This design comes from an exercise in tuning for small area and a short achievable clock period on the open sky130 flow, not from production work.
At most, simulation tests tie the RTL to the original design; equivalence was not proved.
No functional check of the RTL was part of runs 2 to 6.
No activity file was given, so power comes from the tool's default toggle rates.

## flow/config.mk

```make
export PLATFORM = sky130hd
export DESIGN_NAME = fpadder
export DESIGN_NICKNAME = fpadder
export VERILOG_FILES = /design/flow/design.v
export SDC_FILE = /design/flow/constraint.sdc
export NUM_CORES = 4
export LEC_CHECK = 0
export CAP_MARGIN = 20
export CORE_MARGIN = 2
export CORE_UTILIZATION = 40
export SLEW_MARGIN = 20
```

## flow/constraint.sdc

```tcl
create_clock -name core_clock -period 3.8 [get_ports {clk_59}]
set_input_delay 0.7600 -clock core_clock [delete_from_list [all_inputs] [get_ports {clk_59}]]
set_output_delay 0.7600 -clock core_clock [all_outputs]
set_load 0.01 [all_outputs]
```

## flow/design.v

```verilog
module fpadder( input [15:0] A_59, input [15:0] B_59, input clk_59, input rst_59, output reg [15:0] C_59);
reg sign_a, sign_b, sign_a1, sign_b1;
reg sign_c,sign_c1,sign_c2,sign_c3;
reg [4:0] exp_a, exp_b, exp_c, exp_c1,exp_c2,exp_c3;
reg [9:0] man_a, man_b;
reg [10:0] nor_man_a, nor_man_b, nor_man_a1, nor_man_b1;
reg [11:0] sum_c,sum_c1,sum_c2;
reg [11:0] nor_sum_c,nor_sum_c1;
reg [4:0] nor_exp_c,nor_exp_c1;
  reg [4:0] manshift;
reg zero_1, zero_2, zero_3, zero_4;
parameter d0 = 4'b0000,
		    d1 = 4'b0001,
		    d2 = 4'b0010,
		    d3 = 4'b0011,
		    d4 = 4'b0100,
		    d5 = 4'b0101,
		    d6 = 4'b0110,
		    d7 = 4'b0111,
		    d8 = 4'b1000,
		    d9 = 4'b1001;
always @(*)
	begin
	sign_a = A_59[15];     
	exp_a = A_59[14:10];
	man_a = A_59[9:0];
	sign_b = B_59[15];
	exp_b = B_59[14:10];
	man_b = B_59[9:0];
	end
always @(*) begin
  if (exp_a > exp_b) begin   
		exp_c = exp_a;
        manshift = (exp_a - exp_b);
		end
	else begin
		exp_c = exp_b;
      manshift = (exp_b - exp_a);
		end
end
always @(posedge clk_59) begin   
		zero_1 <= (A_59==0) && (B_59==0);
		exp_c1 <= exp_c;
		sign_a1 <= sign_a;
		sign_b1 <= sign_b;
end
always @(*) begin
	if (exp_a > exp_b) begin   
		nor_man_a = {1'b1, man_a};
      nor_man_b = {1'b1, man_b} >> manshift;
		end
	else begin
		nor_man_b = {1'b1, man_b};
      nor_man_a = {1'b1, man_a} >> manshift;
		end
end  
  always @(posedge clk_59) begin   
		nor_man_a1 <= nor_man_a;
		nor_man_b1 <= nor_man_b;
end
always @(*) begin
	if (sign_a1 == sign_b1) begin   
		sign_c1 = sign_a1;
		sum_c = nor_man_a1 + nor_man_b1;
	end
	else if(nor_man_a1 > nor_man_b1) begin  
			sign_c1 = sign_a1;
			sum_c = nor_man_a1 + ((~nor_man_b1) + 1'b1);
		end
	else begin
			sign_c1 = sign_b1;
			sum_c = nor_man_b1 + ((~nor_man_a1) + 1'b1);
		end
end
  always @(posedge clk_59) begin  
	zero_2 <= zero_1;
	exp_c2 <= exp_c1;
	sign_c2 <= sign_c1;
	sum_c1 <= sum_c;
end
  always @(posedge clk_59) begin  
	zero_3 <= zero_2;
	exp_c3 <= exp_c2;
	sign_c3 <= sign_c2;
	sum_c2 <= sum_c1;
end
always @(*) begin
	if (sum_c2[11] == 1'b1) begin      
		nor_sum_c1 = sum_c2 >> 1'b1;
		nor_exp_c1 = (exp_c3  + 'b01);
		end
	else if (sum_c2[10] == 1'b1) begin
		nor_sum_c1 = sum_c2 ;
		nor_exp_c1 = exp_c3 ;
		end
	else if (sum_c2[9] == 1'b1) begin
		nor_sum_c1 = sum_c2 << 2'b01;
		nor_exp_c1 = (exp_c3 - 'b01);
		end
	else if (sum_c2[8] == 1'b1) begin
		nor_sum_c1 = sum_c2 << 3'b10;
		nor_exp_c1 = (exp_c3 - 'b10);
		end
	else if (sum_c2[7] == 1'b1) begin
		nor_sum_c1 = sum_c2 << 2'b11;
		nor_exp_c1 = (exp_c3 - 'b11);
		end
	else if (sum_c2[6] == 1'b1) begin
		nor_sum_c1 = sum_c2 << 3'b100;
		nor_exp_c1 = (exp_c3 - 'b100);
		end
	else if (sum_c2[5] == 1'b1) begin
		nor_sum_c1 = sum_c2 << 3'b101;
		nor_exp_c1 = (exp_c3 - 'b101);
		end
	else if (sum_c2[4] == 1'b1) begin
		nor_sum_c1 = sum_c2 << 3'b110;
		nor_exp_c1 = (exp_c3 - 'b110);
		end
	else if (sum_c2[3] == 1'b1) begin
		nor_sum_c1 = sum_c2 << 3'b111;
		nor_exp_c1 = (exp_c3 - 'b111);
		end
	else if (sum_c2[2] == 1'b1) begin
		nor_sum_c1 = sum_c2 << 4'b1000;
		nor_exp_c1 = (exp_c3 - 'b1000);
		end
	else if (sum_c2[1] == 1'b1) begin
		nor_sum_c1 = sum_c2 << 4'b1001;
		nor_exp_c1 = (exp_c3 - 'b1001);
		end
	else begin
		nor_sum_c1 = sum_c2;
		nor_exp_c1 = exp_c3;
	end
end
  always @(posedge clk_59) begin    
		nor_sum_c <= nor_sum_c1;
		nor_exp_c <= nor_exp_c1;
		sign_c <= sign_c3;
		zero_4 <= zero_3;
end
always @(*) begin
		if( zero_4 ) begin  
				C_59 = 0; end 
			else begin
		 C_59 = {sign_c,nor_exp_c[4:0], nor_sum_c[9:0]};  
		end
end
endmodule
```

## flow/run.sh

```bash
#!/bin/bash
# synth_recipe.tcl (not shown) runs the flow's synth.tcl, then flattens the netlist and writes it again
# the make line also repeats each setting of config.mk as NAME=value (left out here)
make -C /OpenROAD-flow-scripts/flow DESIGN_CONFIG=/design/flow/config.mk WORK_HOME=/design/flow/orfs CLKGATE_MAP_FILE= SYNTH_SCRIPT=/design/flow/synth_recipe.tcl finish
```

==> tab_implementation.tex, run 1 <==
\begin{tabular}{lr}
\hline
Metric & Value \\
\hline
\multicolumn{2}{l}{\textbf{Global routing}} \\
Overall Global Routing Usage & 20.1\% \\
Number of global-route vias before repair & 5435 \\
Largest net degree at the start of global routing & 32 \\
Wire length of the first global-routing pass & 26.6 mm \\
Total gr overflow & 0 \\
Initial antenna violation count & 0 \\
\multicolumn{2}{l}{\textbf{Critical path}} \\
Critical path required time & 4.04 ns \\
Worst r2r path cells & 10 \\
Kind of end point of the critical path & register \\
Kind of start point of the critical path & primary input \\
Startpoint of the worst-slack reg-to-reg timing path & nor\_man\_a1[7] \\
Worst setup slack for register-to-register paths & 0.50 ns \\
FF-to-FF End & sum\_c1[9] \\
Worst endpoint data arrival time & 3.77 ns \\
Maximum fanout encountered on the critical timing path & 8 \\
Path type of the worst setup path & in -> reg \\
\multicolumn{2}{l}{\textbf{Yosys}} \\
Gate count after technology mapping & 758 \\
Syn. warnings & 1 \\
Area fraction of the dominant cell type after synthesis & 27.6\% \\
Main area contributors after synthesis & dfxtp\_1, ha\_1, a21oi\_1 \\
Register bit total from synthesis & 85 \\
Most frequently used flop master after synthesis & dfxtp\_1 \\
Mean instance size in the synthesized netlist & 8.13 sq um \\
Number of enable flip-flop cells after synthesis & 0 \\
Share of synthesized registers carrying an async set or reset & 0\% \\
Syn Nets & 850 \\
Number of distinct standard cells referenced by the synthesized netlist & 74 \\
Post-synthesis sequential area ratio & 27.6\% \\
Post-synthesis instance area & 6160 sq um \\
Library cell occupying the most area in the post-synthesis netlist & dfxtp\_1 \\
\multicolumn{2}{l}{\textbf{Layout}} \\
Count of antenna diodes in the layout & 0 \\
Number of filler cells placed in the layout & 1459 \\
Finished Cell Area & 7260 sq um \\
Final standard cell count with taps included and fillers excluded & 999 \\
Synthesis-to-layout area growth & 17.8\% \\
Total Nets Final & 898 \\
Fraction of layout instances using a drive strength above 1 & 9.99\% \\
Area of the multi-input gates & 4010 sq um \\
Storage element area & 1700 sq um \\
\multicolumn{2}{l}{\textbf{Hold path}} \\
Startpoint of the most critical hold path & exp\_c2[4] \\
Hold Path End & exp\_c3[4] \\
Hold WC Path Type & reg -> reg \\
Worst hold path cell count & 0 \\
\multicolumn{2}{l}{\textbf{STA}} \\
Final worst path period need & 3.53 ns \\
Clock Skew & 0.00891 ns \\
Relative slew slack & 31.1\% \\
Fin. max-slew vios & 0 \\
Number of hold violations in the final report & 0 \\
Final period util & 93.0\% \\
Highest clock rate & 283 MHz \\
Actual transition at the worst max-transition pin & 1.03 ns \\
Min Hold Slack & 0.326 ns \\
Aggregate negative setup slack & 0 ns \\
Setup-failing EPs final & 0 \\
Fin worst setup slack & 0.266 ns \\
\multicolumn{2}{l}{\textbf{Run status}} \\
Run status & no timing/DRC/antenna violations \\
\multicolumn{2}{l}{\textbf{CTS}} \\
Total CTS buffers & 9 \\
\# H-tree levels & 3 \\
CTS tree & built \\
Clock-pin slew on the worst setup and hold paths & 0.06 ns \\
Clock net sink count & 85 \\
Clk Latency, worst-skew pair & 0.35 ns \\
Bufs on Longest Clock Path & 2 \\
Clock root buffer & clkbuf\_16 \\
\multicolumn{2}{l}{\textbf{Floorplan}} \\
Die outline width & 128 um \\
Die extent in y & 128 um \\
CORE AREA & 15100 sq um \\
Number of core rows & 45 \\
I/O Pins & 50 \\
Starting density of the core & 40.7\% \\
Die Area & 16400 sq um \\
\multicolumn{2}{l}{\textbf{Detailed routing}} \\
DRC violation count after routing & 0 \\
Via density per instance & 5.72 \\
Iteration-0 DRC count of the detailed router & 463 \\
Router iterations before antenna repair & 5 \\
Post-route antenna net violation count & 0 \\
Final Routed Wirelength & 16.2 mm \\
Average wire per cell in the routed design & 16.3 um \\
Total vias in the final route & 5717 \\
\multicolumn{2}{l}{\textbf{Place}} \\
Final estimated routing congestion in global placement & 0.915 \\
Area of placed instances & 6900 sq um \\
I/O Buffers & 48 \\
Post-placement cell count & 979 \\
Total half-perimeter wirelength after legalization and detailed placement & 12.4 mm \\
Worst Setup Slack post-DPL & -0.127 ns \\
\multicolumn{2}{l}{\textbf{Pwr}} \\
Maximum vdd ir drop & 0.240 mV \\
Power per cell area & 667 nW/um\^{}2 \\
Leakage power & 3.07 nW \\
\multicolumn{2}{l}{\textbf{Flow run}} \\
Max-cap violations & 0 \\
\hline
\end{tabular}
==> cell usage after synthesis (all sizes together), types with 11 or more instances <==
| cell | instances |
|---|---|
| dfxtp | 85 |
| nand2 | 85 |
| a21oi | 73 |
| inv | 64 |
| ha | 53 |
| o21ai | 50 |
| nor2 | 45 |
| clkbuf | 33 |
| nor2b | 27 |
| mux2i | 19 |
| buf | 14 |
| a31oi | 12 |
| nand3 | 12 |
| o31ai | 12 |
| xnor2 | 12 |
| mux4 | 11 |
==> metal layers <==
| metal | track usage, % | wire length (um) | vias up |
|---|---|---|---|
| met1 | 25.2 | 7000 | 2676 |
| met3 | 2.13 | 950 | 23 |
| li1 | - | - | 2791 |
| met2 | 35.5 | 8010 | 227 |
| met5 | 0 | 0 | - |
| met4 | 7.89 | 278 | 0 |
==> state kept, by name, summed over array words and instances (netlist names), 5 cells and up <==
| name | flops |
|---|---|
| exp_c1 | 5 |
| exp_c2 | 5 |
| exp_c3 | 5 |
| nor_exp_c | 5 |
| nor_man_a1 | 11 |
| nor_man_b1 | 11 |
| nor_sum_c | 10 |
| sum_c1 | 12 |
| sum_c2 | 12 |
==> worst max path at each step <==
stage,start,end,slack (ns)
after floorplan,A_59[10],nor_man_b1[0],0.76
after global placement,A_59[11],nor_man_a1[2],-0.11
after detailed placement,A_59[11],nor_man_a1[2],-0.13
after CTS,A_59[11],nor_man_a1[2],0.23
after global routing,A_59[11],nor_man_b1[1],-0.01
final,A_59[13],nor_man_b1[9],0.27
==> kinds of logic after synthesis <==
group                      share of synthesized area (%)
AOI/OAI and AO/OA                                   24.7
and+or+nand+nor                                     16.8
buffers and inverters                               7.45
DFF                                                 27.6
adders and majority gates                           12.4
muxes                                               8.35
xor gates and xnor gates                            2.70
==> per-stage QoR <==
stage               util (%)  power (mW)
detailed placement      45.5        3.90
CTS                     47.6        4.82
global route            47.9        5.19
global placement        45.5        3.85
finish                  47.9        4.84
floorplan                  -        3.17
==> power breakdown <==
group	leakage [nW]	switching, mW	total, mW	internal (mW)
Combinational	2.20	1.24	2.31	1.07
Sequential	0.714	0.421	1.61	1.19
Clock	0.156	0.384	0.911	0.527
Total	3.07	2.05	4.84	2.79
==> what timing repair did <==
| action | in CTS | in global routing |
|---|---|---|
| endpoints found under the setup margin | 0 | 2 |
| hold buffers | 0 | 0 |
| endpoints found under the hold margin | 0 | 0 |
| resized for setup | 0 | 1 |
| buffers inserted | 0 | 4 |
==> layout make-up <==
class	instances	share of cell area, %
clock buffers	9	3.10
clock inverters	7	1.24
inverters	64	3.31
multi-input cells	562	55.3
flip-flops and latches	85	23.5
well taps	188	3.24
repair buffers	84	10.3
==> worst max-delay path, stage by stage <==
cell and delay (ns):
clkdlybuf4s50_1 0.48, inv_1 0.05, ha_1 0.37, nand2_1 0.14, o32ai_4 0.32, buf_4 0.19, nor2_1 0.05, o32ai_1 0.46
nand2b_1 0.10, mux2_4 0.33, nand2b_4 0.19, o31ai_1 0.31
==> layout by cell type (no fill, tap or decap), types with 18 or more instances in the layout <==
cell             Yosys  layout
dfxtp_1             85      85
nand2_1             84      84
nor2b_1             27      27
buf_4                3      36
clkdlybuf4s50_1      0      48
ha_1                53      53
nor2_1              45      45
o21ai_0             48      48
inv_1               63      63
a21oi_1             72      72
mux2i_1             18      18
==> run 2, diff against run 1 <==
==> flow/design.v (replaced) <==
module fpadder( input [15:0] A_59, input [15:0] B_59, input clk_59, input rst_59, output reg [15:0] C_59);
function [1:0] cmp_gt;   
  input [14:0] a, b;
  reg [15:0] G, E;
  integer i, k;
  begin
    G = {1'b0, a & ~b};
    E = {1'b1, ~((a & ~b) | (~a & b))};
    for (k = 1; k < 16; k = k * 2)
      for (i = 0; i + k < 16; i = i + 2 * k) begin
        G[i] = G[i + k] | (E[i + k] & G[i]);
        E[i] = E[i + k] & E[i];
      end
    cmp_gt = {G[0], E[0]};
  end
endfunction
wire [1:0] c15 = cmp_gt(A_59[14:0], B_59[14:0]);
wire [1:0] c5  = cmp_gt({10'd0, A_59[14:10]}, {10'd0, B_59[14:10]});
wire       zero = ~|{A_59, B_59};
wire [4:0] dab = A_59[14:10] - B_59[14:10];
wire [4:0] dba = B_59[14:10] - A_59[14:10];
wire [4:0] d   = c5[1] ? dab : dba;
reg        agb1, sa1, sb1;
reg [4:0]  e1;
reg [9:0]  fa1, fb1;
reg [3:0]  sh1;
always @(posedge clk_59) begin
  agb1 <= c15[1];
  sa1  <= A_59[15];
  sb1  <= B_59[15];
  e1   <= c5[1] ? A_59[14:10] : B_59[14:10];
  fa1  <= A_59[9:0];
  fb1  <= B_59[9:0];
  sh1  <= d[3:0] | {4{d[4] | zero}};
end
wire [9:0]  fs  = agb1 ? fb1 : fa1;
wire        sub = sa1 ^ sb1;
wire [10:0] y   = ({1'b1, fs} >> sh1) ^ {11{sub}};
reg        s2, sub2;
reg [4:0]  e2;
reg [9:0]  fg2;
reg [10:0] y2;
always @(posedge clk_59) begin
  s2   <= agb1 ? sa1 : sb1;
  sub2 <= sub;
  e2   <= e1;
  fg2  <= agb1 ? fa1 : fb1;
  y2   <= y;
end
wire [11:0] S = {2'b01, fg2} + {sub2, y2} + {11'd0, sub2};
reg [3:0] m;
always @(*) begin
  casez (S[11:1])
    11'b1??????????: m = 4'd0;
    11'b01?????????: m = 4'd1;
    11'b001????????: m = 4'd2;
    11'b0001???????: m = 4'd3;
    11'b00001??????: m = 4'd4;
    11'b000001?????: m = 4'd5;
    11'b0000001????: m = 4'd6;
    11'b00000001???: m = 4'd7;
    11'b000000001??: m = 4'd8;
    11'b0000000001?: m = 4'd9;
    11'b00000000001: m = 4'd10;
    default:         m = 4'd1;
  endcase
end
reg        s3;
reg [4:0]  e3;
reg [11:0] S3;
reg [3:0]  m3;
always @(posedge clk_59) begin
  s3 <= s2; e3 <= e2; S3 <= S; m3 <= m;
end
wire [11:0] sl = S3 << m3;
always @(posedge clk_59) begin
  C_59[15]    <= s3;
  C_59[14:10] <= e3 + 5'd1 - {1'b0, m3};
  C_59[9:0]   <= sl[10:1];
end
endmodule
--- a/flow/config.mk
+++ b/flow/config.mk
@@ -8,4 +8,5 @@
 export CAP_MARGIN = 20
 export CORE_MARGIN = 2
 export CORE_UTILIZATION = 40
+export SETUP_SLACK_MARGIN = 1.9
 export SLEW_MARGIN = 20
==> run 2 against run 1 <==
Register-to-register slack improved by 0.63 ns. Count of clock-buffer cells in the layout grew 1. Global-route usage down 4.2 points. Synthesized cell count down 39%. Still clean on timing, DRC and antenna. Sequential share of layout area increased by 8.8 points. Sequential power fell by 9.9%. Total power shrank 17%.
==> tab_implementation.tex, run 2 <==
\begin{tabular}{lr}
\hline
Metric & Value \\
\hline
\multicolumn{2}{l}{\textbf{Run status}} \\
Run status & no timing/DRC/antenna violations \\
\multicolumn{2}{l}{\textbf{Place}} \\
Final estimated routing congestion in global placement & 0.856 (-6.5\%) \\
I/O Buffers & 48 (unchanged) \\
Total half-perimeter wirelength after legalization and detailed placement & 7.37 mm (-41\%) \\
\multicolumn{2}{l}{\textbf{Global routing}} \\
Overall Global Routing Usage & 15.9\% (-4.2 points) \\
Wire length of the first global-routing pass & 16.1 mm (-40\%) \\
Initial antenna violation count & 0 (unchanged) \\
Number of global-route vias before repair & 3433 (-37\%) \\
Largest net degree at the start of global routing & 21 (-34\%) \\
Total gr overflow & 0 (unchanged) \\
\multicolumn{2}{l}{\textbf{Layout}} \\
Most common cell after layout, fill and taps aside & dfxtp\_1 \\
Total Nets Final & 609 (-32\%) \\
Synthesis-to-layout area growth & 29.5\% \\
Count of antenna diodes in the layout & 0 (unchanged) \\
Number of filler cells placed in the layout & 1045 (-28\%) \\
Biggest registers after layout & C\_59: 16 flops, S3: 11 flops, y2: 11 flops \\
Largest reg by FF count & C\_59 \\
Fraction of layout instances using a drive strength above 1 & 26.3\% (+16 points) \\
Number of flip-flops under the largest register name & 16 \\
Most frequent cells in the layout & dfxtp\_1, nor2\_1, inv\_1 \\
\multicolumn{2}{l}{\textbf{CTS}} \\
Clock-pin slew on the worst setup and hold paths & 0.06 ns (about the same) \\
Number of hold-repair buffers added at the cts stage & 0 (unchanged) \\
Clock root buffer & clkbuf\_16 \\
CTS tree & built \\
Bufs on Longest Clock Path & 2 (unchanged) \\
\# H-tree levels & 3 (unchanged) \\
Total CTS buffers & 9 (unchanged) \\
Clk Latency, worst-skew pair & 0.33 ns (-0.02 ns) \\
Clock net sink count & 97 (+14\%) \\
\multicolumn{2}{l}{\textbf{Detailed routing}} \\
Average wire per cell in the routed design & 14.5 um (-11\%) \\
Met1 wire length & 4.06 mm (-42\%) \\
Total vias in the final route & 3507 (-39\%) \\
Iteration-0 DRC count of the detailed router & 128 (-72\%) \\
Router iterations before antenna repair & 4 (-1) \\
Top routing layer in use & met4 \\
Via density per instance & 5.13 (-10\%) \\
Met3 wire len & 337 um (-65\%) \\
Met2 WL post-DR & 5.30 mm (-34\%) \\
Post-route antenna net violation count & 0 (unchanged) \\
DRC violation count after routing & 0 (unchanged) \\
Final Routed Wirelength & 9.88 mm (-39\%) \\
\multicolumn{2}{l}{\textbf{Yosys}} \\
Mean instance size in the synthesized netlist & 10.1 sq um (+24\%) \\
Compound-cell area share of the yosys netlist & 14.4\% (-10 points) \\
Syn. warnings & 1 (unchanged) \\
Top cells by instance count after synthesis & dfxtp\_1, inv\_1, nor2\_1 \\
Combinational family with the most area after synthesis & compound AO/OA/AOI/OAI gates \\
Number of enable flip-flop cells after synthesis & 0 (unchanged) \\
Post-synthesis sequential area ratio & 41.5\% (+14 points) \\
Most frequently used flop master after synthesis & dfxtp\_1 \\
Post-synthesis instance area & 4670 sq um (-24\%) \\
Main area contributors after synthesis & dfxtp\_1, ha\_1, mux4\_2 \\
Register bit total from synthesis & 97 (+14\%) \\
Share of synthesized registers carrying an async set or reset & 0\% (unchanged) \\
Post-Synth Simple-Gate Area & 11.3\% (-5.5 points) \\
XOR/XNOR Fraction of Synth Area & 4.87\% (+2.2 points) \\
Area fraction of the dominant cell type after synthesis & 41.5\% (+14 points) \\
Number of distinct standard cells referenced by the synthesized netlist & 62 (-16\%) \\
Cell with the most instances after synthesis & dfxtp\_1 \\
Library cell occupying the most area in the post-synthesis netlist & dfxtp\_1 \\
Post-Synth Adder-Cell Area & 11.5\% (-0.88 points) \\
Gate count after technology mapping & 465 (-39\%) \\
Share of synthesized area spent on multiplexers & 11.3\% (+2.9 points) \\
Syn Nets & 539 (-37\%) \\
\multicolumn{2}{l}{\textbf{Floorplan}} \\
Die outline width & 112 um (-12\%) \\
I/O Pins & 50 (unchanged) \\
Die extent in y & 112 um (-12\%) \\
CORE AREA & 11400 sq um (-25\%) \\
Starting density of the core & 40.9\% (+0.26 points) \\
Die Area & 12600 sq um (-23\%) \\
Number of core rows & 39 (-13\%) \\
\multicolumn{2}{l}{\textbf{Hold path}} \\
Hold WC Path Type & reg -> reg \\
Startpoint of the most critical hold path & e2[1] \\
\multicolumn{2}{l}{\textbf{STA}} \\
Actual transition at the worst max-transition pin & 0.511 ns (-0.515 ns) \\
Number of hold violations in the final report & 0 (unchanged) \\
Final worst path period need & 2.67 ns (-0.860 ns) \\
Min Hold Slack & 0.326 ns (-0.000432 ns) \\
Aggregate negative setup slack & 0 ns (unchanged) \\
Setup-failing EPs final & 0 (unchanged) \\
Setup repair after global routing missed its margin & yes \\
Clock Skew & 0.00444 ns (-0.00447 ns) \\
Final period util & 70.4\% (-23 points) \\
Relative slew slack & 65.9\% (+35 points) \\
Highest clock rate & 374 MHz (+32\%) \\
Fin. max-slew vios & 0 (unchanged) \\
\multicolumn{2}{l}{\textbf{Pwr}} \\
Leakage power & 2.59 nW (-16\%) \\
Maximum vdd ir drop & 0.356 mV (+49\%) \\
Power per cell area & 667 nW/um\^{}2 (about the same) \\
\multicolumn{2}{l}{\textbf{Critical path}} \\
Kind of end point of the critical path & register \\
Startpoint of the worst-slack reg-to-reg timing path & sub2 \\
Kind of start point of the critical path & register \\
Worst endpoint data arrival time & 2.89 ns (-0.88 ns) \\
Critical Path Source & sub2 \\
Maximum fanout encountered on the critical timing path & 5 (-3) \\
Path type of the worst setup path & reg -> reg \\
Critical path required time & 4.02 ns (-0.02 ns) \\
\multicolumn{2}{l}{\textbf{Flow run}} \\
Max-cap violations & 0 (unchanged) \\
\hline
\end{tabular}
[run 2: changes by cell type in the layout (fill, tap and decap cells not counted), moves of 11 or more]
cell and change:
nor2b_1 -23, o21ai_0 -32, a21oi_1 -51, dlygate4sd2_1 +25, ha_1 -26, mux2_2 +11, nand2_1 -54, inv_1 -32
clkdlybuf4s50_1 -40, nor2_1 -11
[run 2: final timing paths]
kind              slack, ns  cells after the start     to
hold reg to reg        0.33                      0  e3[1]
hold / removal         0.33                      0  e3[1]
setup / recovery       1.13                     12  m3[0]
setup reg to reg       1.13                     12  m3[0]
[run 2: power breakdown]
| group | total [mW] | leakage (nW) | internal [mW] | switching (mW) |
|---|---|---|---|---|
| registers | 1.45 | 0.818 | 1.29 | 0.166 |
| clock network | 0.927 | 0.152 | 0.573 | 0.355 |
| logic | 1.66 | 1.62 | 0.783 | 0.874 |
| total | 4.04 | 2.59 | 2.64 | 1.39 |
[run 2: cell families (layout without fill, tap and decap cells)]
logic type      Yosys count  in the layout
buf+inv                  59            134
compound gates           95             95
fa+ha+maj                40             40
flops                    97             97
simple gates            109            109
mux                      39             39
xor+xnor                 26             26
[run 2: critical path: stages, from the launching register on]
cell	delay (ns)
dfxtp_2	0.33
inv_4	0.05
fa_2	0.19
inv_2	0.05
fa_2	0.37
a211oi_4	0.31
o21bai_4	0.12
a221oi_4	0.36
nor2b_4	0.10
buf_4	0.15
nor2_4	0.09
xnor2_2	0.08
o311a_1	0.34
[run 2: area by class of cell]
class | instances | area (sq um) | area share (%)
inverters | 44 | 188 | 3.10
repair buffers | 74 | 657 | 10.9
clock inverters | 6 | 82.6 | 1.36
multi-input cells | 309 | 2760 | 45.7
clock buffers | 10 | 229 | 3.78
well taps | 143 | 179 | 2.96
flip-flops and latches | 97 | 1950 | 32.3
[run 2: timing repair]
item                                    in CTS  in global routing
pin swaps                                   25                 11
cloned                                       0                  0
resized for setup                          115                 18
endpoints found under the setup margin      46                 23
buffers inserted                            12                 10
[run 2: metal layers]
layer | global-route usage, % | vias up
li1 | - | 1770
met1 | 18.2 | 1648
met2 | 28.5 | 75
met3 | 4.05 | 14
met4 | 6.42 | 0
met5 | 0 | -
[run 2: stage by stage]
step	instance area, sq um	util [%]	instances	setup slack, ns	power (mW)
final	6050	53.0	683	1.13	4.04
after global routing	6050	53.0	683	1.01	4.32
after CTS	5910	51.8	673	1.10	3.99
after detailed placement	5350	46.9	645	0.208	2.99
after global placement	5350	46.9	645	0.287	2.96
after floorplan	4740	-	465	1.12	2.53
==> run 3, diff against run 2 <==
==> flow/flow/run.sh (new file) <==
#!/bin/bash
# Standard layout, but ports buffered with plain buffers instead of delay cells,
# and adders left to ABC instead of being extracted into full/half-adder cells.
set -euo pipefail
export BUFFER_PORTS_ARGS="-buffer_cell sky130_fd_sc_hd__buf_2"
export ADDER_MAP_FILE=
bash standard.sh > standard_flow.log 2>&1
==> flow/standard.sh (new file) <==
#!/bin/bash
# synth_recipe.tcl (not shown) runs the flow's synth.tcl, then flattens the netlist and writes it again
# the make line also repeats each setting of config.mk as NAME=value (left out here)
make -C /OpenROAD-flow-scripts/flow DESIGN_CONFIG=/design/flow/config.mk WORK_HOME=/design/flow/orfs CLKGATE_MAP_FILE= SYNTH_SCRIPT=/design/flow/synth_recipe.tcl "${@:-finish}"
--- a/flow/config.mk
+++ b/flow/config.mk
@@ -5,6 +5,7 @@
 export SDC_FILE = /design/flow/constraint.sdc
 export NUM_CORES = 4
 export LEC_CHECK = 0
+export ABC_AREA = 1
 export CAP_MARGIN = 20
 export CORE_MARGIN = 2
 export CORE_UTILIZATION = 40
removed: flow/run.sh
==> run 3 against run 2 <==
Critical endpoint unchanged. Sequential cell count did not move. Register-to-register slack better by 0.85 ns. Non-clock buffer count shrank 22. Total power is 2.5% lower. Cell area down 6.4%. Clock skew rose by 0.0049 ns. Synthesized area is 1.6% higher. Synthesized cell count rose by 42%.
==> tab_implementation.tex, run 3 <==
\begin{tabular}{lr}
\hline
Metric & Value \\
\hline
\multicolumn{2}{l}{\textbf{Pwr}} \\
Power per cell area & 695 nW/um\^{}2 (+4.2\%) \\
Fraction of power consumed by sequential logic & 37.0\% (+1.0 points) \\
Switching power total & 1.57 mW (+13\%) \\
P\_int & 2.37 mW (-11\%) \\
Total power & 3.94 mW (-2.5\%) \\
Switching Share & 39.9\% (+5.3 points) \\
Clk network pwr share & 21.5\% (-1.5 points) \\
Maximum vdd ir drop & 0.261 mV (-27\%) \\
Leakage power & 2.73 nW (+5.5\%) \\
Fraction of power consumed by combinational cells & 41.6\% (+0.6 points) \\
\multicolumn{2}{l}{\textbf{CTS}} \\
Number of hold-repair buffers added at the cts stage & 0 (unchanged) \\
Clock-pin slew on the worst setup and hold paths & 0.07 ns (about the same) \\
Clk Latency, worst-skew pair & 0.34 ns (about the same) \\
\# H-tree levels & 3 (unchanged) \\
Bufs on Longest Clock Path & 2 (unchanged) \\
Clock root buffer & clkbuf\_16 \\
CTS tree & built \\
Total CTS buffers & 9 (unchanged) \\
Clock net sink count & 97 (unchanged) \\
\multicolumn{2}{l}{\textbf{Critical path}} \\
Cell family with most CP delay & simple AND/OR/NAND/NOR gates \\
Critical Path Source & fg2[5] \\
Largest incremental delay on the critical path & 0.34 ns (-0.03 ns) \\
Path type of the worst setup path & reg -> reg \\
Slowest cell on crit path & dfxtp\_1 \\
Capture point of the worst path & m3[0] \\
Worst setup slack for register-to-register paths & 1.98 ns (+0.85 ns) \\
Worst Path Buf+Inv & 1 (-2) \\
Worst endpoint data arrival time & 2.05 ns (-0.84 ns) \\
Kind of end point of the critical path & register \\
Worst r2r path cells & 13 (+1) \\
Startpoint of the worst-slack reg-to-reg timing path & fg2[5] \\
Critical path required time & 4.03 ns (about the same) \\
Maximum fanout encountered on the critical timing path & 6 (+1) \\
Stages on worst setup path & 13 (+1) \\
Critical path, cell by cell & nand2\_2, inv\_1, nor2\_4, nand2\_2, nor2\_2, nand3\_1, nand3\_1, nand2\_1, nand2\_2, nor2\_4, nand2\_1, nand3\_1, o21bai\_2 \\
FF-to-FF End & m3[0] \\
Kind of start point of the critical path & register \\
\multicolumn{2}{l}{\textbf{Place}} \\
Total half-perimeter wirelength after legalization and detailed placement & 8.05 mm (+9.1\%) \\
Final estimated routing congestion in global placement & 0.908 (+6.1\%) \\
Worst Setup Slack post-DPL & 1.28 ns (+1.07 ns) \\
I/O Buffers & 48 (unchanged) \\
\multicolumn{2}{l}{\textbf{Floorplan}} \\
Die outline width & 113 um (+0.77\%) \\
Die extent in y & 113 um (+0.77\%) \\
Number of core rows & 39 (unchanged) \\
Die Area & 12800 sq um (+1.5\%) \\
Starting density of the core & 41.2\% (+0.30 points) \\
CORE AREA & 11500 sq um (+0.85\%) \\
I/O Pins & 50 (unchanged) \\
\multicolumn{2}{l}{\textbf{Layout}} \\
Synthesis-to-layout area growth & 19.2\% \\
Most common cell after layout, fill and taps aside & nand2\_1 \\
Total Nets Final & 749 (+23\%) \\
Fraction of layout instances using a drive strength above 1 & 22.5\% (-3.8 points) \\
Most frequent cells in the layout & nand2\_1, inv\_1, dfxtp\_1 \\
Largest reg by FF count & C\_59 \\
Count of antenna diodes in the layout & 0 (unchanged) \\
Final core occ & 49.2\% (-3.8 points) \\
Number of flip-flops under the largest register name & 16 (unchanged) \\
Biggest registers after layout & C\_59: 16 flops, S3: 11 flops, y2: 11 flops \\
\multicolumn{2}{l}{\textbf{Yosys}} \\
Share of synthesized registers carrying an async set or reset & 0\% (unchanged) \\
Register bit total from synthesis & 97 (unchanged) \\
Top cells by instance count after synthesis & nand2\_1, dfxtp\_1, inv\_1 \\
XOR/XNOR Fraction of Synth Area & 5.69\% (+0.82 points) \\
Gate count after technology mapping & 662 (+42\%) \\
Share of synthesized area spent on multiplexers & 1.90\% (-9.4 points) \\
Number of distinct standard cells referenced by the synthesized netlist & 41 (-34\%) \\
Library cell occupying the most area in the post-synthesis netlist & dfxtp\_1 \\
Syn Nets & 696 (+29\%) \\
Number of enable flip-flop cells after synthesis & 0 (unchanged) \\
Post-Synth Simple-Gate Area & 31.0\% (+20 points) \\
Syn. warnings & 1 (unchanged) \\
Combinational family with the most area after synthesis & simple AND/OR/NAND/NOR gates \\
Mean instance size in the synthesized netlist & 7.17 sq um (-29\%) \\
Area fraction of the dominant cell type after synthesis & 40.9\% (-0.66 points) \\
Compound-cell area share of the yosys netlist & 12.1\% (-2.3 points) \\
Post-synthesis instance area & 4750 sq um (+1.6\%) \\
Main area contributors after synthesis & dfxtp\_1, nand2\_1, inv\_1 \\
Cell with the most instances after synthesis & nand2\_1 \\
Post-Synth Adder-Cell Area & 0\% (-12 points) \\
Most frequently used flop master after synthesis & dfxtp\_1 \\
Post-synthesis sequential area ratio & 40.9\% (-0.66 points) \\
\multicolumn{2}{l}{\textbf{STA}} \\
Fin. max-slew vios & 0 (unchanged) \\
Clock Skew & 0.00933 ns (+0.00490 ns) \\
Aggregate negative setup slack & 0 ns (unchanged) \\
Number of hold violations in the final report & 0 (unchanged) \\
Actual transition at the worst max-transition pin & 0.498 ns (-0.0132 ns) \\
Setup repair after global routing missed its margin & yes \\
Final period util & 48.0\% (-22 points) \\
Fin worst setup slack & 1.98 ns (+0.852 ns) \\
Setup-failing EPs final & 0 (unchanged) \\
Relative slew slack & 66.5\% (+0.62 points) \\
Highest clock rate & 549 MHz (+47\%) \\
Final worst path period need & 1.82 ns (-0.852 ns) \\
\multicolumn{2}{l}{\textbf{Global routing}} \\
Total gr overflow & 0 (unchanged) \\
Overall Global Routing Usage & 16.5\% (+0.52 points) \\
Wire length of the first global-routing pass & 16.9 mm (+5.4\%) \\
Number of global-route vias before repair & 3902 (+14\%) \\
Initial antenna violation count & 0 (unchanged) \\
Largest net degree at the start of global routing & 29 (+38\%) \\
\multicolumn{2}{l}{\textbf{Detailed routing}} \\
Router iterations before antenna repair & 15 (+11) \\
Via density per instance & 4.86 (-5.3\%) \\
Average wire per cell in the routed design & 11.5 um (-20\%) \\
Post-route antenna net violation count & 0 (unchanged) \\
Total vias in the final route & 4195 (+20\%) \\
Iteration-0 DRC count of the detailed router & 144 (+13\%) \\
Final Routed Wirelength & 9.94 mm (+0.57\%) \\
DRC violation count after routing & 0 (unchanged) \\
\multicolumn{2}{l}{\textbf{Hold path}} \\
Hold WC Path Type & reg -> reg \\
Startpoint of the most critical hold path & e2[2] \\
\multicolumn{2}{l}{\textbf{Flow run}} \\
Max-cap violations & 0 (unchanged) \\
\multicolumn{2}{l}{\textbf{Run status}} \\
Run status & no timing/DRC/antenna violations \\
\hline
\end{tabular}
run 3: cell types whose count changed in the layout (fill, tap and decap cells not counted), sizes merged, moves of 25 or more:
cell / change
nand2: +156
nand3: +36
inv: +53
dlygate4sd2: -25
nor2: +43
ha: -35
run 3: worst min-delay path by stage:
| stage | to | cells after the start |
|---|---|---|
| floorplan | C_59[15] | 0 |
| global placement | s3 | 0 |
| detailed placement | e3[3] | 0 |
| CTS | e3[3] | 0 |
| global route | s3 | 0 |
| finish | e3[2] | 0 |
run 3: layout make-up:
class,count,area (sq um)
Clock inverter,6,50.0
Tap cell,143,179
Fill cell,1130,5850
Multi-Input combinational cell,460,2590
Sequential cell,97,1960
Clock buffer,10,239
Timing Repair Buffer,52,283
Inverter,95,360
run 3: power by group through the flow:
stage,logic [mW],registers [mW],clock network (mW)
finish,1.64,1.45,0.845
global route,1.86,1.49,0.917
CTS,1.57,1.44,0.879
detailed placement,1.55,1.46,0
global placement,1.53,1.46,0
floorplan,1.18,1.44,0
run 3: routing by layer:
metal	global-route usage [%]	part of all wire [%]
met4	7.40	1.9
met3	3.54	3.1
met5	0	0
met2	28.7	48
met1	19.5	47
run 3: repair_timing:
action | 4_1_cts | 5_1_grt
resized for setup | 4 | 55
endpoints found under the setup margin | 19 | 15
pin swaps | 3 | 4
setup buffers | 3 | 0
run 3: kinds of logic after synthesis:
logic type	Yosys count
AND/OR/NAND/NOR	328
buffers and inverters	105
flip-flops	97
AO/OA/AOI/OAI	93
XOR/XNOR	30
multiplexers	9
run 3: per-stage QoR:
stage	cells	cell area, sq um	hold slack [ns]
6_report	863	5660	0.327
5_1_grt	863	5660	0.336
4_1_cts	863	5480	0.328
3_5_place_dp	844	5140	0.312
3_3_place_gp	844	5140	0.312
2_1_floorplan	662	4760	0.310
run 3: worst register-to-register path: cells and delay by family, from the launching register on:
family                 cells  cell delay [ns]
AOI/OAI and AO/OA          1             0.17
buffers and inverters      1             0.07
DFF                        1             0.34
and+or+nand+nor           11             1.13
==> run 4, diff against run 3 <==
--- a/flow/design.v
+++ b/flow/design.v
@@ -48,29 +48,28 @@
   y2   <= y;
 end
 wire [11:0] S = {2'b01, fg2} + {sub2, y2} + {11'd0, sub2};
-reg [3:0] m;
-always @(*) begin
-  casez (S[11:1])
-    11'b1??????????: m = 4'd0;
-    11'b01?????????: m = 4'd1;
-    11'b001????????: m = 4'd2;
-    11'b0001???????: m = 4'd3;
-    11'b00001??????: m = 4'd4;
-    11'b000001?????: m = 4'd5;
-    11'b0000001????: m = 4'd6;
-    11'b00000001???: m = 4'd7;
-    11'b000000001??: m = 4'd8;
-    11'b0000000001?: m = 4'd9;
-    11'b00000000001: m = 4'd10;
-    default:         m = 4'd1;
-  endcase
-end
 reg        s3;
 reg [4:0]  e3;
 reg [11:0] S3;
-reg [3:0]  m3;
 always @(posedge clk_59) begin
-  s3 <= s2; e3 <= e2; S3 <= S; m3 <= m;
+  s3 <= s2; e3 <= e2; S3 <= S;
+end
+reg [3:0] m3;
+always @(*) begin
+  casez (S3[11:1])
+    11'b1??????????: m3 = 4'd0;
+    11'b01?????????: m3 = 4'd1;
+    11'b001????????: m3 = 4'd2;
+    11'b0001???????: m3 = 4'd3;
+    11'b00001??????: m3 = 4'd4;
+    11'b000001?????: m3 = 4'd5;
+    11'b0000001????: m3 = 4'd6;
+    11'b00000001???: m3 = 4'd7;
+    11'b000000001??: m3 = 4'd8;
+    11'b0000000001?: m3 = 4'd9;
+    11'b00000000001: m3 = 4'd10;
+    default:         m3 = 4'd1;
+  endcase
 end
 wire [11:0] sl = S3 << m3;
 always @(posedge clk_59) begin
==> flow/run.sh (new file) <==
#!/bin/bash
# synth_recipe.tcl (not shown) runs the flow's synth.tcl, then flattens the netlist and writes it again
# the make line also repeats each setting of config.mk as NAME=value (left out here)
make -C /OpenROAD-flow-scripts/flow DESIGN_CONFIG=/design/flow/config.mk WORK_HOME=/design/flow/orfs CLKGATE_MAP_FILE= SYNTH_SCRIPT=/design/flow/synth_recipe.tcl finish
--- a/flow/config.mk
+++ b/flow/config.mk
@@ -5,7 +5,6 @@
 export SDC_FILE = /design/flow/constraint.sdc
 export NUM_CORES = 4
 export LEC_CHECK = 0
-export ABC_AREA = 1
 export CAP_MARGIN = 20
 export CORE_MARGIN = 2
 export CORE_UTILIZATION = 40
removed: flow/flow/run.sh
removed: flow/standard.sh
==> run 4 against run 3 <==
Still clean. Critical path depth is 5 lower. Synthesized cell count shrank 34%. Wire length fell by 0.62%. First-iteration DRC count is 26% lower. Core utilization is 5.9 points higher. Register-to-register slack worse by 0.51 ns. Total power shrank 4.8%. Sequential power is essentially flat. Die area shrank 6.1%. Global-route usage rose by 0.83 points. Setup slack worse by 0.51 ns. Critical path type unchanged. Critical endpoint is now C_59[12].
==> tab_implementation.tex, run 4 <==
\begin{tabular}{lr}
\hline
Metric & Value \\
\hline
\multicolumn{2}{l}{\textbf{CTS}} \\
Number of hold-repair buffers added at the cts stage & 0 (unchanged) \\
CTS tree & built \\
Clk Latency, worst-skew pair & 0.36 ns (+0.02 ns) \\
Total CTS buffers & 9 (unchanged) \\
Clock net sink count & 94 (-3.1\%) \\
Clock-pin slew on the worst setup and hold paths & 0.09 ns (+0.02 ns) \\
Clock root buffer & clkbuf\_8 \\
\# H-tree levels & 3 (unchanged) \\
Bufs on Longest Clock Path & 2 (unchanged) \\
\multicolumn{2}{l}{\textbf{Detailed routing}} \\
DRC violation count after routing & 0 (unchanged) \\
Final Routed Wirelength & 9.88 mm (-0.62\%) \\
Total vias in the final route & 3459 (-18\%) \\
Average wire per cell in the routed design & 14.8 um (+28\%) \\
Post-route antenna net violation count & 0 (unchanged) \\
Via density per instance & 5.17 (+6.4\%) \\
Router iterations before antenna repair & 4 (-11) \\
Iteration-0 DRC count of the detailed router & 106 (-26\%) \\
\multicolumn{2}{l}{\textbf{Critical path}} \\
Most frequent CP cell & ha\_4 \\
Slowest cell on crit path & or4\_4 \\
Worst Path Buf+Inv & 2 (+1) \\
Cell family with most CP delay & adder cells \\
Critical path required time & 4.07 ns (+0.04 ns) \\
Worst endpoint data arrival time & 2.60 ns (+0.55 ns) \\
Critical path, cell by cell & or4\_4, a21o\_1, o21ai\_4, ha\_4, ha\_4, inv\_2, fa\_2, inv\_1 \\
Kind of end point of the critical path & register \\
Maximum fanout encountered on the critical timing path & 4 (-2) \\
Kind of start point of the critical path & register \\
Largest incremental delay on the critical path & 0.55 ns (+0.21 ns) \\
Path type of the worst setup path & reg -> reg \\
\multicolumn{2}{l}{\textbf{Layout}} \\
Number of flip-flops under the largest register name & 16 (unchanged) \\
Biggest registers after layout & C\_59: 16 flops, S3: 12 flops, y2: 11 flops \\
Fraction of layout instances using a drive strength above 1 & 32.3\% (+9.8 points) \\
Area of the multi-input gates & 2740 sq um (+5.4\%) \\
Most common cell after layout, fill and taps aside & dfxtp\_1 \\
Most frequent cells in the layout & dfxtp\_1, inv\_1, buf\_4 \\
Total Nets Final & 598 (-20\%) \\
Largest reg by FF count & C\_59 \\
Storage element area & 1910 sq um (-2.5\%) \\
Synthesis-to-layout area growth & 34.2\% \\
Count of antenna diodes in the layout & 0 (unchanged) \\
Number of filler cells placed in the layout & 960 (-15\%) \\
\multicolumn{2}{l}{\textbf{STA}} \\
Setup repair after global routing missed its margin & yes \\
Fin. max-slew vios & 0 (unchanged) \\
Fin worst setup slack & 1.46 ns (-0.514 ns) \\
Aggregate negative setup slack & 0 ns (unchanged) \\
Final period util & 61.5\% (+14 points) \\
Min Hold Slack & 0.331 ns (+0.00410 ns) \\
Number of hold violations in the final report & 0 (unchanged) \\
Clock Skew & 0.00635 ns (-0.00298 ns) \\
Setup-failing EPs final & 0 (unchanged) \\
Highest clock rate & 428 MHz (-22\%) \\
Actual transition at the worst max-transition pin & 0.602 ns (+0.105 ns) \\
Final worst path period need & 2.34 ns (+0.514 ns) \\
Relative slew slack & 59.5\% (-7.0 points) \\
\multicolumn{2}{l}{\textbf{Yosys}} \\
Library cell occupying the most area in the post-synthesis netlist & dfxtp\_1 \\
Number of distinct standard cells referenced by the synthesized netlist & 55 (+34\%) \\
Main area contributors after synthesis & dfxtp\_1, ha\_1, mux4\_2 \\
Number of enable flip-flop cells after synthesis & 0 (unchanged) \\
Mean instance size in the synthesized netlist & 10.1 sq um (+41\%) \\
Top cells by instance count after synthesis & dfxtp\_1, inv\_1, ha\_1 \\
Register bit total from synthesis & 94 (-3.1\%) \\
Post-synthesis instance area & 4450 sq um (-6.3\%) \\
Post-synthesis sequential area ratio & 42.3\% (+1.4 points) \\
Gate count after technology mapping & 440 (-34\%) \\
Most frequently used flop master after synthesis & dfxtp\_1 \\
Syn. warnings & 1 (unchanged) \\
Area fraction of the dominant cell type after synthesis & 42.3\% (+1.4 points) \\
Syn Nets & 514 (-26\%) \\
Cell with the most instances after synthesis & dfxtp\_1 \\
Share of synthesized registers carrying an async set or reset & 0\% (unchanged) \\
\multicolumn{2}{l}{\textbf{Pwr}} \\
Power per cell area & 627 nW/um\^{}2 (-9.7\%) \\
Maximum vdd ir drop & 0.291 mV (+12\%) \\
Total power & 3.75 mW (-4.8\%) \\
Leakage power & 2.51 nW (-8.0\%) \\
\multicolumn{2}{l}{\textbf{Place}} \\
Worst Setup Slack post-DPL & 0.538 ns (-0.739 ns) \\
Final estimated routing congestion in global placement & 0.893 (-1.7\%) \\
I/O Buffers & 48 (unchanged) \\
Total half-perimeter wirelength after legalization and detailed placement & 7.21 mm (-10\%) \\
\multicolumn{2}{l}{\textbf{Global routing}} \\
Number of global-route vias before repair & 3497 (-10\%) \\
Largest net degree at the start of global routing & 17 (-41\%) \\
Wire length of the first global-routing pass & 16.0 mm (-5.3\%) \\
Initial antenna violation count & 0 (unchanged) \\
Total gr overflow & 0 (unchanged) \\
Overall Global Routing Usage & 17.3\% (+0.83 points) \\
\multicolumn{2}{l}{\textbf{Flow run}} \\
Max-cap violations & 0 (unchanged) \\
\multicolumn{2}{l}{\textbf{Floorplan}} \\
I/O Pins & 50 (unchanged) \\
Die extent in y & 109 um (-3.1\%) \\
Number of core rows & 38 (-2.6\%) \\
Starting density of the core & 41.0\% (-0.20 points) \\
CORE AREA & 10800 sq um (-5.9\%) \\
Die outline width & 109 um (-3.1\%) \\
Die Area & 12000 sq um (-6.1\%) \\
\multicolumn{2}{l}{\textbf{Run status}} \\
Run status & no timing/DRC/antenna violations \\
\multicolumn{2}{l}{\textbf{Hold path}} \\
Hold WC Path Type & reg -> reg \\
\hline
\end{tabular}
-- run 4: changes by cell type in the layout (fill, tap and decap cells not counted), moves of 28 or more --
cell and change:
buf_2 -45, inv_1 -56, nor2_1 -28, o21ai_0 -31, nand2_1 -139, nand3_1 -31
-- run 4: cell type report --
| cell class | instances | area share [%] |
|---|---|---|
| Clock buffer | 9 | 2.07 |
| Clock inverter | 7 | 1.19 |
| Inverter | 47 | 3.39 |
| Multi-Input combinational cell | 290 | 45.8 |
| Sequential cell | 94 | 32.0 |
| Tap cell | 140 | 2.93 |
| Timing Repair Buffer | 82 | 12.6 |
-- run 4: cells by family (layout without fill, tap and decap cells) --
kind of cell	count (synthesis)	after routing	synth area share, %
xor gates and xnor gates	24	24	4.72
adders and majority gates	40	40	12.1
muxes	34	34	10.6
and+or+nand+nor	90	90	10.3
buffers and inverters	56	145	4.78
AOI/OAI and AO/OA	102	102	15.2
DFF	94	94	42.3
-- run 4: per-layer routing --
metal	share of wire, %	up-vias	track usage [%]
li1	-	1738	-
met1	40	1624	18.0
met2	54	76	33.4
met3	3.4	21	3.56
met4	1.9	0	6.87
met5	0	-	0
-- run 4: what timing repair did --
item | CTS | global route
pin swaps | 28 | 24
setup buffers | 22 | 10
resized for setup | 119 | 39
endpoints found under the setup margin | 52 | 29
gates cloned | 0 | 0
hold endpoints to repair | 0 | 0
-- run 4: path summary, 6_finish.rpt --
check	from	to	slack (ns)	cells after the start
worst max register to register	S3[9]	C_59[12]	1.46	8
worst min register to register	e2[2]	e3[2]	0.33	0
worst max-delay path	S3[9]	C_59[12]	1.46	8
worst min-delay path	e2[2]	e3[2]	0.33	0
-- run 4: through the flow --
stage | instance area (sq um) | utilization [%] | cells
2_1_floorplan | 4590 | - | 440
3_3_place_gp | 5210 | 48.1 | 621
3_5_place_dp | 5210 | 48.1 | 621
4_1_cts | 5760 | 53.2 | 659
5_1_grt | 5970 | 55.1 | 669
6_report | 5970 | 55.1 | 669
-- run 4: where the power goes --
group          switching (mW)  internal, mW  total (mW)  leakage, nW
sequential              0.185          1.25        1.44        0.794
combinational           0.809         0.854        1.66         1.61
clock                   0.338         0.306       0.644        0.104
total                    1.33          2.41        3.75         2.51
==> run 5, diff against run 4 <==
==> flow/flow/run.sh (new file) <==
#!/bin/bash
# Standard layout, but ports buffered with plain buffers instead of delay cells.
set -euo pipefail
export BUFFER_PORTS_ARGS="-buffer_cell sky130_fd_sc_hd__buf_2"
bash standard.sh > standard_flow.log 2>&1
==> flow/standard.sh (new file) <==
#!/bin/bash
# synth_recipe.tcl (not shown) runs the flow's synth.tcl, then flattens the netlist and writes it again
# the make line also repeats each setting of config.mk as NAME=value (left out here)
make -C /OpenROAD-flow-scripts/flow DESIGN_CONFIG=/design/flow/config.mk WORK_HOME=/design/flow/orfs CLKGATE_MAP_FILE= SYNTH_SCRIPT=/design/flow/synth_recipe.tcl "${@:-finish}"
removed: flow/run.sh
==> run 5 against run 4 <==
Still clean. Total power is 2.9% higher. Final cell count is 0.15% higher. Critical path depth stayed put. Global-route usage is 0.81 points lower. First-iteration DRC count is 25% lower. Count of clock-buffer cells in the layout is 3 higher. Non-clock buffer count is 1 higher.
==> tab_implementation.tex, run 5 <==
\begin{tabular}{lr}
\hline
Metric & Value \\
\hline
\multicolumn{2}{l}{\textbf{STA}} \\
Final worst path period need & 2.30 ns (-0.0344 ns) \\
Relative slew slack & 59.0\% (-0.45 points) \\
Final period util & 60.6\% (-0.91 points) \\
Setup-failing EPs final & 0 (unchanged) \\
Setup repair after global routing missed its margin & yes \\
Fin. max-slew vios & 0 (unchanged) \\
Fin worst setup slack & 1.50 ns (+0.0344 ns) \\
Clock Skew & 0.00535 ns (-0.000998 ns) \\
Highest clock rate & 434 MHz (+1.5\%) \\
Actual transition at the worst max-transition pin & 0.609 ns (+0.00674 ns) \\
Number of hold violations in the final report & 0 (unchanged) \\
Aggregate negative setup slack & 0 ns (unchanged) \\
\multicolumn{2}{l}{\textbf{CTS}} \\
Clock root buffer & clkbuf\_8 \\
Clock-pin slew on the worst setup and hold paths & 0.09 ns (about the same) \\
Number of hold-repair buffers added at the cts stage & 0 (unchanged) \\
CTS tree & built \\
Clock net sink count & 94 (unchanged) \\
Bufs on Longest Clock Path & 2 (unchanged) \\
Total CTS buffers & 9 (unchanged) \\
\# H-tree levels & 3 (unchanged) \\
Clk Latency, worst-skew pair & 0.35 ns (about the same) \\
\multicolumn{2}{l}{\textbf{Detailed routing}} \\
Router iterations before antenna repair & 5 (+1) \\
Total vias in the final route & 3465 (+0.17\%) \\
Post-route antenna net violation count & 0 (unchanged) \\
Iteration-0 DRC count of the detailed router & 79 (-25\%) \\
DRC violation count after routing & 0 (unchanged) \\
Final Routed Wirelength & 9.56 mm (-3.3\%) \\
Average wire per cell in the routed design & 14.3 um (-3.4\%) \\
Via density per instance & 5.17 (about the same) \\
\multicolumn{2}{l}{\textbf{Pwr}} \\
Fraction of power consumed by combinational cells & 45.0\% (+0.6 points) \\
Clk network pwr share & 17.2\% (about the same) \\
Leakage power & 2.50 nW (-0.56\%) \\
Power per cell area & 660 nW/um\^{}2 (+5.2\%) \\
Fraction of power consumed by sequential logic & 37.8\% (-0.6 points) \\
P\_int & 2.48 mW (+2.9\%) \\
Switching power total & 1.37 mW (+3.0\%) \\
Switching Share & 35.6\% (about the same) \\
Maximum vdd ir drop & 0.341 mV (+17\%) \\
\multicolumn{2}{l}{\textbf{Layout}} \\
Count of antenna diodes in the layout & 0 (unchanged) \\
Largest reg by FF count & C\_59 \\
Most frequent cells in the layout & dfxtp\_1, buf\_2, inv\_1 \\
Area of the multi-input gates & 2790 sq um (+1.9\%) \\
Number of filler cells placed in the layout & 979 (+2.0\%) \\
Biggest registers after layout & C\_59: 16 flops, S3: 12 flops, y2: 11 flops \\
Fraction of layout instances using a drive strength above 1 & 40.4\% (+8.1 points) \\
Synthesis-to-layout area growth & 31.3\% \\
Most common cell after layout, fill and taps aside & dfxtp\_1 \\
Storage element area & 1910 sq um (+0.13\%) \\
Number of flip-flops under the largest register name & 16 (unchanged) \\
Total Nets Final & 599 (+0.17\%) \\
\multicolumn{2}{l}{\textbf{Yosys}} \\
Syn Nets & 514 (unchanged) \\
Post-synthesis instance area & 4450 sq um (unchanged) \\
Gate count after technology mapping & 440 (unchanged) \\
Number of enable flip-flop cells after synthesis & 0 (unchanged) \\
Main area contributors after synthesis & dfxtp\_1, ha\_1, mux4\_2 \\
Post-synthesis sequential area ratio & 42.3\% (unchanged) \\
Register bit total from synthesis & 94 (unchanged) \\
Most frequently used flop master after synthesis & dfxtp\_1 \\
Top cells by instance count after synthesis & dfxtp\_1, inv\_1, ha\_1 \\
Library cell occupying the most area in the post-synthesis netlist & dfxtp\_1 \\
Number of distinct standard cells referenced by the synthesized netlist & 55 (unchanged) \\
Share of synthesized registers carrying an async set or reset & 0\% (unchanged) \\
Mean instance size in the synthesized netlist & 10.1 sq um (unchanged) \\
Area fraction of the dominant cell type after synthesis & 42.3\% (unchanged) \\
Syn. warnings & 1 (unchanged) \\
Cell with the most instances after synthesis & dfxtp\_1 \\
\multicolumn{2}{l}{\textbf{Critical path}} \\
Worst r2r path cells & 8 (unchanged) \\
Critical Path Source & S3[9] \\
Most frequent CP cell & ha\_4 \\
Kind of start point of the critical path & register \\
Maximum fanout encountered on the critical timing path & 4 (unchanged) \\
Capture point of the worst path & C\_59[12] \\
Slowest cell on crit path & or4\_4 \\
Worst endpoint data arrival time & 2.56 ns (-0.04 ns) \\
Cell family with most CP delay & adder cells \\
Worst Path Buf+Inv & 2 (unchanged) \\
Critical path required time & 4.05 ns (-0.02 ns) \\
Path type of the worst setup path & reg -> reg \\
Kind of end point of the critical path & register \\
Stages on worst setup path & 8 (unchanged) \\
FF-to-FF End & C\_59[12] \\
Critical path, cell by cell & or4\_4, a21o\_1, o21ai\_4, ha\_4, ha\_4, inv\_2, fa\_2, inv\_1 \\
Worst setup slack for register-to-register paths & 1.50 ns (+0.03 ns) \\
Startpoint of the worst-slack reg-to-reg timing path & S3[9] \\
Largest incremental delay on the critical path & 0.55 ns (about the same) \\
\multicolumn{2}{l}{\textbf{Floorplan}} \\
Die Area & 12000 sq um (unchanged) \\
Die outline width & 109 um (unchanged) \\
Starting density of the core & 41.0\% (unchanged) \\
CORE AREA & 10800 sq um (unchanged) \\
Number of core rows & 38 (unchanged) \\
Die extent in y & 109 um (unchanged) \\
I/O Pins & 50 (unchanged) \\
\multicolumn{2}{l}{\textbf{Place}} \\
Final estimated routing congestion in global placement & 0.926 (+3.7\%) \\
Worst Setup Slack post-DPL & 1.04 ns (+0.498 ns) \\
Total half-perimeter wirelength after legalization and detailed placement & 6.99 mm (-3.0\%) \\
I/O Buffers & 48 (unchanged) \\
\multicolumn{2}{l}{\textbf{Hold path}} \\
Hold WC Path Type & reg -> reg \\
\multicolumn{2}{l}{\textbf{Global routing}} \\
Number of global-route vias before repair & 3245 (-7.2\%) \\
Overall Global Routing Usage & 16.5\% (-0.81 points) \\
Total gr overflow & 0 (unchanged) \\
Largest net degree at the start of global routing & 16 (-1) \\
Wire length of the first global-routing pass & 15.2 mm (-5.3\%) \\
Initial antenna violation count & 0 (unchanged) \\
\multicolumn{2}{l}{\textbf{Flow run}} \\
Max-cap violations & 0 (unchanged) \\
\multicolumn{2}{l}{\textbf{Run status}} \\
Run status & no timing/DRC/antenna violations \\
\hline
\end{tabular}
## run 5: power groups by stage
stage | sequential, mW | clock [mW] | combinational, mW
finish | 1.46 | 0.665 | 1.73
global route | 1.49 | 0.725 | 1.90
CTS | 1.45 | 0.692 | 1.54
detailed placement | 1.44 | 0 | 1.27
global placement | 1.44 | 0 | 1.25
floorplan | 1.43 | 0 | 0.936
## run 5: cells by family after synthesis
logic type	after synthesis	share of synthesized area [%]
buf+inv	56	4.78
simple gates	90	10.3
xor+xnor	24	4.72
flops	94	42.3
compound gates	102	15.2
fa+ha+maj	40	12.1
mux	34	10.6
## run 5: layer usage
metal / part of all wire, % / GRT usage, %
met2: 51 / 29.1
met1: 41 / 18.3
met5: 0 / 0
met3: 4.3 / 3.38
met4: 3.2 / 9.31
## run 5: worst reg2reg max path: stages (launching register included)
cell and delay (ns):
dfxtp_4 0.35, or4_4 0.55, a21o_1 0.21, o21ai_4 0.23, ha_4 0.18, ha_4 0.12, inv_2 0.03, fa_2 0.50
inv_1 0.03
## run 5: layout make-up
cell class	count	share of cell area, %
clock buffer	12	2.66
clock inverter	4	0.942
inverter	47	3.34
multi-input combinational	290	47.7
sequential	94	32.7
tap	140	3.00
timing repair buffer	83	9.66
## run 5: timing repair
item	in CTS	in global routing
pin swaps	31	31
resized for setup	64	40
setup buffers	24	9
endpoints found under the setup margin	34	28
gates cloned	0	0
hold endpoints to repair	0	0
## run 5: through the flow
| step | total power, mW | instances | cell area (sq um) | hold WS (ns) | utilization (%) |
|---|---|---|---|---|---|
| after global routing | 4.12 | 670 | 5840 | 0.338 | 53.9 |
| after CTS | 3.68 | 661 | 5600 | 0.333 | 51.7 |
| after detailed placement | 2.71 | 621 | 4970 | 0.312 | 45.9 |
| after floorplan | 2.37 | 440 | 4590 | 0.310 | - |
| final | 3.86 | 670 | 5840 | 0.331 | 53.9 |
| after global placement | 2.69 | 621 | 4970 | 0.313 | 45.9 |
## run 5: how the worst min path moves through the flow
stage / slack, ns / from / cells past startpoint / endpoint
6_report: 0.33 / e2[0] / 0 / e3[0]
5_1_grt: 0.34 / e2[2] / 0 / e3[2]
4_1_cts: 0.33 / e2[0] / 0 / e3[0]
3_5_place_dp: 0.31 / s3 / 0 / C_59[15]
3_3_place_gp: 0.31 / e2[0] / 0 / e3[0]
2_1_floorplan: 0.31 / s3 / 0 / C_59[15]
==> run 6, diff against run 5 <==
==> flow/flow/run.sh (replaced) <==
#!/bin/bash
# Standard layout, but ports buffered with plain buffers instead of delay cells,
# and adders left to ABC instead of being extracted into full/half-adder cells.
set -euo pipefail
export BUFFER_PORTS_ARGS="-buffer_cell sky130_fd_sc_hd__buf_2"
export ADDER_MAP_FILE=
bash standard.sh > standard_flow.log 2>&1
==> run 6 against run 5 <==
Still clean. Combinational power up 13%. Sequential share of layout area down 0.35 points. Sequential power up 4%. Cell area up 1.1%. Sequential cell count unchanged. Worst hold slack better by 0.0019 ns. Core utilization up 0.34 points. Synthesized area up 0.62%. Largest power group unchanged.
==> tab_implementation.tex, run 6 <==
\begin{tabular}{lr}
\hline
Metric & Value \\
\hline
\multicolumn{2}{l}{\textbf{Run status}} \\
Run status & no timing/DRC/antenna violations \\
\multicolumn{2}{l}{\textbf{STA}} \\
Final worst path period need & 2.01 ns (-0.297 ns) \\
Final period util & 52.8\% (-7.8 points) \\
Number of hold violations in the final report & 0 (unchanged) \\
Highest clock rate & 499 MHz (+15\%) \\
Fin. max-slew vios & 0 (unchanged) \\
Setup-failing EPs final & 0 (unchanged) \\
Aggregate negative setup slack & 0 ns (unchanged) \\
Setup repair after global routing missed its margin & yes \\
Actual transition at the worst max-transition pin & 0.515 ns (-0.0941 ns) \\
Clock Skew & 0.0134 ns (+0.00808 ns) \\
\multicolumn{2}{l}{\textbf{Yosys}} \\
Post-synthesis instance area & 4480 sq um (+0.62\%) \\
Cell with the most instances after synthesis & dfxtp\_1 \\
Gate count after technology mapping & 465 (+5.7\%) \\
Library cell occupying the most area in the post-synthesis netlist & dfxtp\_1 \\
Register bit total from synthesis & 94 (unchanged) \\
Top cells by instance count after synthesis & dfxtp\_1, nand2\_1, nor2\_1 \\
Most frequently used flop master after synthesis & dfxtp\_1 \\
Syn Nets & 499 (-2.9\%) \\
Share of synthesized registers carrying an async set or reset & 0\% (unchanged) \\
Number of distinct standard cells referenced by the synthesized netlist & 61 (+11\%) \\
Number of enable flip-flop cells after synthesis & 0 (unchanged) \\
Main area contributors after synthesis & dfxtp\_1, xnor2\_1, mux4\_2 \\
\multicolumn{2}{l}{\textbf{CTS}} \\
Number of hold-repair buffers added at the cts stage & 0 (unchanged) \\
Total CTS buffers & 9 (unchanged) \\
\# H-tree levels & 3 (unchanged) \\
CTS tree & built \\
Clock-pin slew on the worst setup and hold paths & 0.09 ns (about the same) \\
Clk Latency, worst-skew pair & 0.36 ns (about the same) \\
\multicolumn{2}{l}{\textbf{Hold path}} \\
Hold WC Path Type & reg -> reg \\
\multicolumn{2}{l}{\textbf{Layout}} \\
Most common cell after layout, fill and taps aside & dfxtp\_1 \\
Final standard cell count with taps included and fillers excluded & 697 (+4.0\%) \\
Synthesis-to-layout area growth & 31.9\% \\
Total Nets Final & 586 (-2.2\%) \\
Largest reg by FF count & C\_59 \\
Count of antenna diodes in the layout & 0 (unchanged) \\
Biggest registers after layout & C\_59: 16 flops, S3: 12 flops, y2: 11 flops \\
Number of filler cells placed in the layout & 939 (-4.1\%) \\
Most frequent cells in the layout & dfxtp\_1, buf\_2, buf\_4 \\
Number of flip-flops under the largest register name & 16 (unchanged) \\
\multicolumn{2}{l}{\textbf{Floorplan}} \\
Die Area & 12100 sq um (+0.59\%) \\
I/O Pins & 50 (unchanged) \\
Number of core rows & 38 (unchanged) \\
Die outline width & 110 um (+0.30\%) \\
Starting density of the core & 41.1\% (+0.074 points) \\
\multicolumn{2}{l}{\textbf{Place}} \\
Total half-perimeter wirelength after legalization and detailed placement & 6.82 mm (-2.4\%) \\
Post-placement cell count & 636 (+2.4\%) \\
I/O Buffers & 48 (unchanged) \\
Final estimated routing congestion in global placement & 0.882 (-4.8\%) \\
\multicolumn{2}{l}{\textbf{Global routing}} \\
Total gr overflow & 0 (unchanged) \\
Initial antenna violation count & 0 (unchanged) \\
Grt met3 use & 3.73\% (+0.36 points) \\
Global routing's busiest layer & met2 \\
Overall Global Routing Usage & 17.1\% (+0.62 points) \\
Wire length of the first global-routing pass & 16.2 mm (+6.9\%) \\
Met2 routing resource usage after global routing & 31.0\% (+1.8 points) \\
\multicolumn{2}{l}{\textbf{Critical path}} \\
Kind of end point of the critical path & register \\
Critical path required time & 4.05 ns (about the same) \\
Worst setup slack for register-to-register paths & 1.79 ns (+0.30 ns) \\
Slowest cell on crit path & maj3\_4 \\
Worst endpoint data arrival time & 2.26 ns (-0.30 ns) \\
Path type of the worst setup path & reg -> reg \\
\multicolumn{2}{l}{\textbf{Pwr}} \\
Leakage power & 2.37 nW (-5.2\%) \\
Power per cell area & 693 nW/um\^{}2 (+5.0\%) \\
\multicolumn{2}{l}{\textbf{Flow run}} \\
Max-cap violations & 0 (unchanged) \\
\multicolumn{2}{l}{\textbf{Detailed routing}} \\
Average wire per cell in the routed design & 14.2 um (-0.37\%) \\
Total vias in the final route & 3645 (+5.2\%) \\
DRC violation count after routing & 0 (unchanged) \\
Post-route antenna net violation count & 0 (unchanged) \\
Iteration-0 DRC count of the detailed router & 108 (+37\%) \\
Router iterations before antenna repair & 4 (-1) \\
\hline
\end{tabular}
## run 6: cell count changes in the layout (fill, tap and decap cells not counted), moves of 6 or more
cell,delta
buf_4,+14
ha_1,-25
ha_4,-9
inv_1,-15
inv_2,-6
mux2i_1,+6
nand2_1,+18
nor2_1,+6
xnor2_1,+14
## run 6: what timing repair did
| item | 4_1_cts | 5_1_grt |
|---|---|---|
| pin swaps | 27 | 33 |
| cloned | 2 | 0 |
| endpoints found under the setup margin | 31 | 26 |
| resized for setup | 45 | 55 |
| buffers inserted | 32 | 11 |
## run 6: cell families (layout without fill, tap and decap cells)
logic type	Yosys count	after routing	synth area share (%)
mux	43	43	12.6
fa+ha+maj	11	11	2.57
flops	94	94	42.0
compound gates	100	102	16.0
buf+inv	42	132	3.63
simple gates	130	130	14.3
xor+xnor	45	45	8.80
## run 6: worst paths after layout
check	cells after the start	from	end
worst min register to register	0	e2[2]	e3[2]
worst min-delay path	0	e2[2]	e3[2]
worst max register to register	8	sub2	S3[10]
worst max-delay path	8	sub2	S3[10]
## run 6: power by group
group          total [mW]  switching, mW  leakage, nW  internal (mW)
registers            1.52          0.258        0.795           1.26
logic                1.95          0.975         1.47          0.973
clock network       0.627          0.372       0.0964          0.255
total                4.09           1.61         2.37           2.49
## run 6: worst max-delay path: cells and delay by family (launching register included)
family / cells / cell delay, ns
DFF: 1 / 0.35
adders and majority gates: 2 / 0.66
buffers and inverters: 1 / 0.15
AOI/OAI and AO/OA: 5 / 0.73
## run 6: cell type report
cell class                      count  area (sq um)  share of cell area [%]
Multi-Input combinational cell    331          2910                    49.3
Sequential cell                    94          1910                    32.4
Timing Repair Buffer               93           627                    10.6
Tap cell                          140           175                    2.97
Clock buffer                        9           124                    2.10
Inverter                           23          86.3                    1.46
Clock inverter                      7          68.8                    1.17
## run 6: routing by layer
metal | routed length, um | vias up
li1 | - | 1853
met1 | 4190 | 1683
met2 | 5090 | 86
met3 | 327 | 23
met4 | 291 | 0
met5 | 0 | -
## run 6: per-stage QoR
step | instance area [sq um] | util [%] | hold slack, ns | worst slack (ns) | power (mW)
6_report | 5910 | 54.2 | 0.333 | 1.79 | 4.09
3_5_place_dp | 4940 | 45.4 | 0.312 | 1.36 | 2.89
4_1_cts | 5560 | 51.1 | 0.335 | 1.72 | 3.85
2_1_floorplan | 4630 | - | 0.310 | 1.70 | 2.59
3_3_place_gp | 4940 | 45.4 | 0.311 | 1.40 | 2.86
5_1_grt | 5910 | 54.2 | 0.338 | 1.71 | 4.38

Re-timed with assumed drivers on the ports (clkbuf_16 on the clock, buf_2 on other inputs), run 6 has 1.795 ns of setup slack against 1.795 ns with ideal ports, and 1.448 ns once port delays also move by the mid clock arrival of 0.386 ns.
